This design comes from an exercise in tuning for small area and a short achievable clock period on the open sky130 flow, not from production work. The RTL was checked by simulation tests, not by an equivalence proof against the original design. Power and IR drop assume default switching activity.

<file path="flow/run.sh">
#!/bin/bash
# synth_recipe.tcl (not shown) runs the flow's synth.tcl, then flattens the netlist and writes it again
# the make line also repeats each setting of config.mk as NAME=value (left out here)
make -C /OpenROAD-flow-scripts/flow DESIGN_CONFIG=/design/flow/config.mk WORK_HOME=/design/flow/orfs CLKGATE_MAP_FILE= SYNTH_SCRIPT=/design/flow/synth_recipe.tcl finish
</file>
<file path="flow/config.mk">
export PLATFORM = sky130hd
export DESIGN_NAME = TopModule
export DESIGN_NICKNAME = TopModule
export VERILOG_FILES = /design/flow/design.v
export SDC_FILE = /design/flow/constraint.sdc
export NUM_CORES = 4
export LEC_CHECK = 0
export ABC_AREA = 1
export CAP_MARGIN = 20
export CORE_MARGIN = 2
export CORE_UTILIZATION = 40
export SETUP_SLACK_MARGIN = 2.5
export SLEW_MARGIN = 20
</file>
<file path="flow/constraint.sdc">
create_clock -name core_clock -period 5.0 [get_ports {clk}]
set_input_delay 1.0000 -clock core_clock [delete_from_list [all_inputs] [get_ports {clk}]]
set_output_delay 1.0000 -clock core_clock [all_outputs]
set_load 0.01 [all_outputs]
</file>
<file path="flow/design.v">
`timescale 1ns / 1ps
module TopModule( input logic clk, input logic reset,
                  input logic prevMem, nextMem, executeSwitch, executeMem,
                  input logic [15:0] switchInstruction, output logic [15:0] memInst,
                  output logic [7:0] dispData, output logic [3:0] dispAddr,
                  output logic [4:0] pc, output logic halted);
    logic [15:0] ir;
    logic [4:0]  pcr;
    logic [3:0]  ac;
    logic [7:0]  rf [15:0];
    logic [7:0]  dm [15:0];
    logic [15:0] mi;
    logic [7:0]  dd;
    logic        hlt;
    logic [7:0]  opb, opc;
    wire [2:0] op  = ir[15:13];
    wire       imm = ir[12];
    wire [3:0] fa  = ir[11:8];
    wire [3:0] fb  = ir[7:4];
    function automatic logic [15:0] romf(input logic [4:0] a);
        case (a)
            5'd0: romf = 16'b001_0_0000_0000_0000;
            5'd1: romf = 16'b001_0_0000_0001_0001;
            5'd2: romf = 16'b001_1_0010_00000000;
            5'd3: romf = 16'b001_1_1111_00000000;
            5'd4: romf = 16'b001_1_0100_00000001;
            5'd5: romf = 16'b101_01001_0010_0001;
            5'd6: romf = 16'b010_0_1111_1111_0000;
            5'd7: romf = 16'b010_0_0010_0010_0100;
            5'd8: romf = 16'b101_00101_0000_0000;
            5'd9: romf = 16'b000_0_1111_1111_1111;
            default: romf = 16'b111_0_0000_0000_0000;
        endcase
    endfunction
    logic [15:0] da, db;
    always_comb
        for (int i = 0; i < 16; i++) begin
            da[i] = (fa == i);
            db[i] = (fb == i);
        end
    wire [7:0] p = opb ^ opc;
    wire g0 = p[0] ? 1'b0 : opb[0];
    logic [7:0] g1, p1, g2, p2, g3;
    always_comb begin
        for (int i = 0; i < 8; i++) begin
            if (i >= 2)       begin g1[i] = p[i] ? opb[i-1] : opb[i]; p1[i] = p[i] & p[i-1]; end
            else if (i == 1)  begin g1[i] = p[i] ? g0       : opb[i]; p1[i] = 1'b0; end
            else              begin g1[i] = g0;                       p1[i] = 1'b0; end
        end
        for (int i = 0; i < 8; i++) begin
            if (i >= 2) begin g2[i] = p1[i] ? g1[i-2] : g1[i]; p2[i] = p1[i] & p1[i-2]; end
            else        begin g2[i] = g1[i];                   p2[i] = 1'b0; end
        end
        for (int i = 0; i < 8; i++) begin
            if (i >= 4) g3[i] = p2[i] ? g2[i-4] : g2[i];
            else        g3[i] = g2[i];
        end
    end
    wire [7:0] sum = p ^ {g3[6:0], 1'b0};
    wire taken = (op == 3'b101) && (p == 8'b0);
    wire inc   = executeMem && !hlt;
    wire       rf_imm   = (op == 3'b001) &&  imm;
    wire       rf_ld    = (op == 3'b001) && !imm;
    wire       rf_add   = (op == 3'b010);
    wire [7:0] rf_wdata = rf_imm ? ir[7:0] : rf_ld ? opc : sum;
    wire       dm_we    = (op == 3'b000);
    wire [7:0] dm_wdata = imm ? ir[7:0] : opc;
    logic [15:0] rf_en, dm_en;
    always_comb
        for (int i = 0; i < 16; i++) begin
            rf_en[i] = ((rf_imm || rf_add) && da[i]) || (rf_ld && db[i]);
            dm_en[i] = dm_we && (imm ? da[i] : db[i]);
        end
    always_ff @(posedge clk, posedge reset)
        if (reset) begin
            for (int i = 0; i < 16; i++) rf[i] <= 8'b0;
        end else begin
            for (int i = 0; i < 16; i++) if (rf_en[i]) rf[i] <= rf_wdata;
        end
    always_ff @(posedge clk, posedge reset)
        if (reset) begin
            for (int i = 0; i < 16; i++) dm[i] <= 8'b0;
        end else begin
            for (int i = 0; i < 16; i++) if (dm_en[i]) dm[i] <= dm_wdata;
        end
    wire ir_load = !nextMem && !prevMem && !hlt;
    wire [15:0] ir_new  = executeSwitch ? switchInstruction : executeMem ? mi : 16'hC000;
    wire [15:0] ir_next = ir_load ? ir_new : ir;
    wire ld_sw  = ir_load &&  executeSwitch;
    wire ld_mi  = ir_load && !executeSwitch &&  executeMem;
    wire ld_nop = ir_load && !executeSwitch && !executeMem;
    logic [15:0] nb, nc;
    always_comb
        for (int i = 0; i < 16; i++) begin
            nb[i] = (!ir_load && ir[7:4] == i) || (ld_sw && switchInstruction[7:4] == i) ||
                    (ld_mi && mi[7:4] == i) || (ld_nop && i == 0);
            nc[i] = (!ir_load && ir[3:0] == i) || (ld_sw && switchInstruction[3:0] == i) ||
                    (ld_mi && mi[3:0] == i) || (ld_nop && i == 0);
        end
    wire next_ld = (ir_next[15:12] == 4'b0010);
    logic [7:0] rbn, rcn, mcn;
    always_comb begin
        rbn = 8'b0; rcn = 8'b0; mcn = 8'b0;
        for (int i = 0; i < 16; i++) begin
            rbn = rbn | (rf[i] & {8{nb[i]}});
            rcn = rcn | (rf[i] & {8{nc[i]}});
            mcn = mcn | (dm[i] & {8{nc[i]}});
        end
    end
    wire       rf_we    = rf_imm || rf_ld || rf_add;
    wire [3:0] rf_waddr = rf_ld ? fb : fa;
    wire [3:0] dm_waddr = imm ? fa : fb;
    wire fwd_b = rf_we && (rf_waddr == ir_next[7:4]);
    wire fwd_c = next_ld ? (dm_we && (dm_waddr == ir_next[3:0]))
                         : (rf_we && (rf_waddr == ir_next[3:0]));
    wire [7:0] opb_next = fwd_b ? rf_wdata : rbn;
    wire [7:0] opc_next = fwd_c ? (next_ld ? dm_wdata : rf_wdata) : (next_ld ? mcn : rcn);
    always_ff @(posedge clk, posedge reset)
        if (reset) begin
            ir  <= 16'hC000;
            hlt <= 1'b0;
            opb <= 8'b0;
            opc <= 8'b0;
        end else begin
            ir  <= ir_next;
            hlt <= (ir_next[15:13] == 3'b111);
            opb <= opb_next;
            opc <= opc_next;
        end
    logic [15:0] dac, dnx;
    always_comb
        for (int i = 0; i < 16; i++) dac[i] = (ac == i);
    always_comb
        for (int i = 0; i < 16; i++)
            dnx[i] = nextMem ? dac[(i + 15) % 16] : prevMem ? dac[(i + 1) % 16] : dac[i];
    wire [3:0] ac_next = nextMem ? ac + 4'd1 : prevMem ? ac - 4'd1 : ac;
    logic [7:0] dmx;
    always_comb begin
        dmx = 8'b0;
        for (int i = 0; i < 16; i++)
            dmx = dmx | (dm[i] & {8{dnx[i]}});
    end
    wire fwd_d = dm_we && (dm_waddr == ac_next);
    wire [7:0] dnext = fwd_d ? dm_wdata : dmx;
    always_ff @(posedge clk, posedge reset)
        if (reset)         ac <= 4'b0;
        else               ac <= ac_next;
    always_ff @(posedge clk, posedge reset)
        if (reset) dd <= 8'b0;
        else       dd <= dnext;
    wire [4:0]  pc_inc  = pcr + 5'd1;
    wire [15:0] rom_t   = romf(ir[12:8]);
    wire [15:0] rom_inc = romf(pc_inc);
    always_ff @(posedge clk, posedge reset)
        if (reset) begin
            pcr <= 5'b0;
            mi  <= romf(5'd0);
        end else if (taken) begin
            pcr <= ir[12:8];
            mi  <= rom_t;
        end else if (inc) begin
            pcr <= pc_inc;
            mi  <= rom_inc;
        end
    assign memInst  = mi;
    assign dispData = dd;
    assign dispAddr = ac;
    assign pc       = pcr;
    assign halted   = hlt;
endmodule
</file>
==> notes.md <==
Worst Setup Path Type=in2reg; peak supply drop=~0.30 mV; hold path start=mi[13]; fill count=4967; pin count of the biggest net entering global routing=91; Critical Path Sink Type=flop; final setup fails=0; # clock sinks=320; Pint=7.308 mW; DRC Markers=0; Reg clk slew, reported paths=0.06 ns; Post-DP Area=approximately 21000 sq um; final WL=89710 um; TritonCTS clock tree=built; CP max-delay cell=nor2_8; WP data required=5.45 ns; Crit path top cell by count=nand2_1; Final Cycle Share=around half; Synth top area share=between 40% and 50%; Power Density=558.1 nW/um^2; Iteration-0 DRC Markers=2800; initial antenna violation count=0; Root Buffer=clkbuf_16; Netlist Area Pre-Place=19560 sq um; IO Pins=56; routability cong.=about 1.1; Worst-Margin Slew=around 1.0 ns; GR Util All Layers=between 30% and 40%; Switching Power=6.036 mW; Min Clock Period, post-route=about 2.5 ns; Synth area leader=dfrtp_1; sw frac=45.23%; share of layout cells above drive strength 1=between 10% and 20%; number of stages on the worst setup path=14; Hold Path End=mi[13]; Worst Slack Setup Final=2.511 ns; crit-path max cell delay=0.21 ns; CTS H-Tree Depth=2; Setup Skew=0.03145 ns; Synth area leaders=dfrtp_1 (41%), nand2_1 (26%), o21ai_0 (5.7%); die height=225.1 um; clock share of power=roughly a quarter; leakage=~12 nW; Avg WL per Cell=24.06 um; first-pass GRT wire length=130900 um; fraction of registers with async set/reset=100.0%; Via Count=21120; sequential area share after synthesis=40.97%; IO buf count=55; RSZ-0062 raised after global routing=false; vias in the first global route=between 15000 and 20000; worst min path class=reg2reg; EDFF count, synth=0; fin nets=3113; Core Box Area=between 40000 and 50000 sq um; Vias/cell=roughly 5.7; count leader, synth=nand2_1; floorplan row count=81; area grow syn2layout=22.27%; worst path cell trace=clkbuf_4 > nor2_8 > buf_6 > buf_4 > nand2_4 > nand2_1 > o21ai_4 > buf_4 > nand2_1 > nand4_1 > nor2_2 > nand3_1 > nand2_1 > nand2_1; DRT Pass-1 Iters=6; TritonCTS Buffers=41; # diodes=0; Rel. slew slack=33.48%; status=finished clean; RR Endpoint=opb[1]; Final Hold Viols=0; final setup TNS=0 ns; post-layout util=49.15%; worst slack, placed=approximately 0.5 ns; share of power burned in registers=a little over a third; Avg Inst Size Synth=approximately 6.7 sq um; Net Count, Synth=2974; fin area=23910 sq um; cts hold-fix bufs=0; Max clock buf depth=3; GRT overflow=0; Initial Util=between 40% and 50%; Bufs and invs on worst path=4; CP startpoint kind=input pin; CP Max Fanout=10; FF-to-FF setup slack=2.58 ns; Hold Path Stages=2; Die W=about 230 um; Yosys reg bits=320; Worst Reg-to-Reg Cells=12; Critical R2R Launch=ir[7]; DP HPWL=approximately 64000 um; post-synthesis cell count=2935; f_max=401.8 MHz; Comb power frac=between 30% and 40%; warnings from Yosys=3; max-slew violations=0; Crit path max-delay family=simple AND/OR/NAND/NOR gates; Main synth FF type=dfrtp_1; worst skew pair latency=approximately 0.59 ns; Yosys cell types=49; Max-Cap Viols=0; Die ar.=50670 sq um; critical path data arrival time=2.94 ns; synth cell count leaders=nand2_1 (1378), dfrtp_1 (317), nor2_1 (267); Routed Antenna Nets=0
-- worst max path at each step --
| stage | to | from |
|---|---|---|
| after floorplan | ac[0] | reset |
| after global placement | opc[0] | prevMem |
| after detailed placement | opc[2] | prevMem |
| after CTS | dm[11][1] | ir[14] |
| after global routing | opc[4] | prevMem |
| final | opb[6] | prevMem |
-- cell usage in the layout, fill, tap and decap left out, types with 26 or more instances in the layout --
cell / count
buf_4: 90
a21oi_1: 53
nand3_1: 126
inv_1: 187
dfrtp_1: 303
clkbuf_16: 43
nor2_1: 232
o21ai_0: 214
nor2_2: 26
nand4_1: 58
nand2_1: 1355
-- sequential cells by signal, summed over array words and instances (netlist names) --
register  count
ir           16
rf          128
dm          128
mi           14
opb           8
dd            8
hlt           1
opc           8
pcr           5
ac            4
-- power by group through the flow --
| stage | clock, mW | combinational, mW | sequential (mW) |
|---|---|---|---|
| after floorplan | 0 | 2.92 | 4.25 |
| after global routing | 3.48 | 5.64 | 4.88 |
| after detailed placement | 0 | 4.65 | 4.82 |
| after global placement | 0 | 4.59 | 4.83 |
| after CTS | 3.39 | 4.98 | 4.75 |
| final | 3.35 | 5.17 | 4.82 |
-- cell families (layout without fill, tap and decap cells) --
family / count (synthesis) / in the layout / synth area share, %
AO/OA/AOI/OAI: 384 / 385 / 11.32
flip-flops: 320 / 320 / 40.97
adder cells (fa/ha/maj): 17 / 17 / 1.088
XOR/XNOR: 6 / 6 / 0.3455
AND/OR/NAND/NOR: 1895 / 1903 / 39.42
buffers and inverters: 313 / 476 / 6.865
-- layout make-up --
class | instances | area (sq um) | share of cell area, %
clock buffer | 55 | 1191 | 4.981
clock inverter | 21 | 329.1 | 1.376
inverter | 220 | 887.1 | 3.710
multi-input combinational | 2311 | 10910 | 45.62
sequential | 320 | 8031 | 33.59
tap | 622 | 778.2 | 3.255
timing repair buffer | 178 | 1769 | 7.399
timing repair inverter | 2 | 16.27 | 0.06802
-- what timing repair did --
item | CTS | global route
pin swaps | 19 | 25
setup endpoints to repair | 189 | 146
buffers inserted | 58 | 18
hold endpoints to repair | 0 | 0
resized for setup | 151 | 94
gates cloned | 7 | 5
-- stage by stage --
step / hold WS, ns / instances / total power [mW]
after floorplan: 0.4530 / 2935 / 7.176
after detailed placement: 0.4733 / 3565 / 9.467
after global placement: 0.4666 / 3565 / 9.424
after CTS: 0.4878 / 3706 / 13.12
after global routing: 0.5012 / 3729 / 14.00
final: 0.4847 / 3729 / 13.34
-- worst reg2reg max path, stage by stage, from the launching register on --
cell     delay [ns]
dfrtp_1        0.52
inv_1          0.16
nor2_1         0.30
inv_1          0.10
nor2_1         0.30
nand2_1        0.16
o21ai_4        0.15
nand2_1        0.15
nand3_1        0.11
nor2_1         0.06
nand3_1        0.16
nor2_1         0.07
nor2_1         0.09
-- routing by layer --
metal / wire (um) / global-route usage [%] / vias to the layer above / share of wire (%)
met5: 0 / 0 / - / 0
met4: 5723 / 18.65 / 0 / 6.4
met3: 8080 / 5.398 / 279 / 9.0
met2: 39270 / 54.62 / 1110 / 44
met1: 36630 / 47.50 / 10060 / 41
li1: - / - / 9666 / -

-- separate check: timing with driven ports --
No port has a modelled driver above. Below, the same layout with a new extraction and two added sets of constraints.
Step 1: set_driving_cell puts a clkbuf_16 on clk and a buf_2 on each other input, an assumption about the parent block.
Step 2 also shifts input and output timing later by t, the mid clock arrival at the registers, as if the neighbouring blocks saw the same clock.
a / b / c = ideal / step 1 / step 2; a / b = the first two.
t, ns: 0.633
setup slack, ns: 2.511 / 2.473 / 1.914
worst setup path at the end: input to register
latest minus earliest clock arrival (ns): 0.032 / 0.031
slew at the worst register clock pin (ns): 0.07 / 0.07
After both steps this run still meets setup and hold. The setup slack of this run moves by -0.038 ns with the drivers and by -0.597 ns with both steps.
